This is an optimization exercise on Yosys and OpenROAD, whose aim is small area, a short achievable clock period and few clock cycles, not a production implementation. Function was checked by simulation only, so behaviour that the tests miss may differ from the original.

## exp/umber
## mdu_top
module mdu_top(
    input           clk,
    input           rst_n,
    input           in_valid,
    input           in_div,
    input  [1:0]    in_signed,
    input  [63:0]   a,
    input  [63:0]   b,
    output          in_ready,
    output          out_valid,
    output [63:0]   out_hi,
    output [63:0]   out_lo
);
    reg         busy;
    reg         ov;
    reg         isdiv;
    reg         swap;       
    reg         rneg;       
    reg         dsub;       
    reg         qneg;       
    reg [4:0]   cnt;
    reg         align;      
    reg [63:0]  H;
    reg [6:0]   TZ;         
    reg [63:0]  L;
    reg [65:0]  X;
    reg [11:0]  DG;         
    reg [1:0]   KR;         
    assign in_ready  = !busy;
    assign out_valid = ov;
    wire start = in_valid && !busy;
    wire        sa = in_signed[1] & a[63];
    wire        sb = (in_div ? in_signed[1] : in_signed[0]) & b[63];
    wire [6:0]  bla, blb;      
    lzc64 u_lza(.x(a ^ {64{sa}}), .bl(bla));
    lzc64 u_lzb(.x(b ^ {64{sb}}), .bl(blb));
    wire [63:0] am = a ^ {64{sa}};
    wire [63:0] bm = b ^ {64{sb}};
    wire [8:0]  ta, tb;
    assign ta[0] = 1'b1;
    assign tb[0] = 1'b1;
    genvar gg;
    generate
        for (gg = 1; gg <= 8; gg = gg + 1) begin : therm
            assign ta[gg] = |am[63:8*gg-1];
            assign tb[gg] = |bm[63:8*gg-1];
        end
    endgenerate
    wire [8:0]  oha = ta & ~{1'b0, ta[8:1]};
    wire [8:0]  ohb = tb & ~{1'b0, tb[8:1]};
    wire        swap_n = |(tb & ~ta);
    wire [72:0] ax     = {{8{sa}}, a, 1'b0};
  ...
For scale: about 230 flip-flops, ~260 I/O pins, ~0.059 mm² of cells after synthesis.
make LEC_CHECK=0 CAP_MARGIN=20 CORE_MARGIN=2 CORE_UTILIZATION=48 PLACE_DENSITY=0.65 SETUP_SLACK_MARGIN=0.7 SLEW_MARGIN=20 finish   # period 7.0 ns
run.sh (not shown) runs the stock make flow with config.mk's settings and CLKGATE_MAP_FILE= SYNTH_SCRIPT=/design/flow/synth_recipe.tcl, a recipe that flattens the netlist after the stock synthesis.
Having completed the whole flow, exp/umber delivered a layout that passed the timing, design-rule and antenna checks.
Testbench counts of exp/umber, summed over its fixed seeds: cycles 35,761.
For exp/zinc, these inputs were changed with respect to exp/umber:
- PLACE_DENSITY: 0.65 -> 0.6
- CORE_UTILIZATION: 48 -> 40
- SETUP_SLACK_MARGIN: 0.7 -> 1.0
Results
The final layout from exp/zinc, which completed every stage, passed the timing, design-rule and antenna checks at the end of the flow. Changes observed in exp/zinc relative to exp/umber: sequential share of layout area decreased by 0.36 points relative to the old numbers; die area increased by 0.025 mm² relative to the old numbers. The maximum achievable frequency number comes out higher for exp/zinc vs exp/umber. First-pass GRT wire length: exp/zinc worse than exp/umber. The lower global-route usage of exp/umber and exp/zinc is in exp/zinc.
What exp/xenon does differently from exp/zinc at the input level:
- SETUP_SLACK_MARGIN changed from 1.0 to 0.7
Summary — growth of design area from synthesis to finish, exp/xenon relative to exp/zinc: lower, by 4.4 points. Reported for exp/xenon and exp/zinc, area of the mapped netlist turned out identical to the last digit. Taking exp/zinc as the reference, in exp/xenon met2 routing resource usage after global routing fell 2.3 points, via count fell 1.2%, pre-CTS setup slack fell 0.29 ns. The final reports for exp/xenon and exp/zinc show final worst clock skew lower in the former. The final layouts of exp/xenon and exp/zinc pass the timing, design-rule and antenna checks. Of exp/xenon and exp/zinc, exp/zinc shows the higher register-to-register slack, with exp/xenon below it. Lower minimum period implied by the final worst setup slack was reported by exp/zinc, not exp/xenon. Total non-filler cell area in the finished layout, exp/xenon and exp/zinc: smaller value in exp/xenon.

---

Starting RTL as in the previous note.
clock: 7.0 ns
lec_check: 0
cap_margin: 20
core_margin: 2
core_utilization: 40
place_density: 0.6
slew_margin: 20
Testbench counts at the start, summed over its fixed seeds: cycles 35,761.
Change:
SETUP_SLACK_MARGIN = 0.8   (was default)
Hold slack degrades by 7.6 ps.
Cell area climbs by a few percent.
Change:
SETUP_SLACK_MARGIN = 0.4   (was 0.8)
=> The changed run completed without violations. Wire length goes down by 2.7%. Synthesized cell count does not change. Count of clock-buffer cells in the layout goes down by 6. Setup slack degrades by 300 ps.

-- separate check: timing with driven ports --
No port has a modelled driver above. Below, the same layouts with a new extraction and two added sets of constraints. Step 1, drivers: a clkbuf_16 drives clk and a buf_2 each remaining input, both assumed. Step 2, shift: input delay + t, output delay - t, t = (earliest + latest rising clock arrival at the registers) / 2. This alone moves slack from input paths to output paths. Slacks: ideal / step 1 / step 2; pairs: ideal / step 1.
| run | shift t [ns] | slack for setup (ns) | hold WS [ns] | latest minus earliest clock arrival (ns) | cell pins on the clock port's net |
|---|---|---|---|---|---|
| exp/umber | 0.687 | 0.663 / 0.621 / 0.161 | 0.585 / 0.585 / 0.585 | 0.024 / 0.024 | 1 |
| exp/zinc | 0.698 | 0.838 / 0.838 / 0.475 | 0.541 / 0.541 / 0.541 | 0.037 / 0.038 | 1 |
| exp/xenon | 0.674 | 0.793 / 0.733 / 0.194 | 0.601 / 0.601 / 0.601 | 0.034 / 0.033 | 1 |
| the first run of note 2 | 0.730 | 0.201 / 0.122 / -0.045 | 0.586 / 0.586 / 0.586 | 0.029 / 0.029 | 1 |
| the second run of note 2 | 0.697 | 0.774 / 0.773 / 0.186 | 0.579 / 0.579 / 0.579 | 0.042 / 0.042 | 1 |
| the third run of note 2 | 0.694 | 0.472 / 0.386 / 0.052 | 0.567 / 0.567 / 0.567 | 0.036 / 0.036 | 1 |
Met with ideal ports but missed after step 2: setup timing in the first run of note 2. For exp/xenon, which loses most, drivers alone change the setup slack by -0.060 ns; drivers and shift together by -0.599 ns.
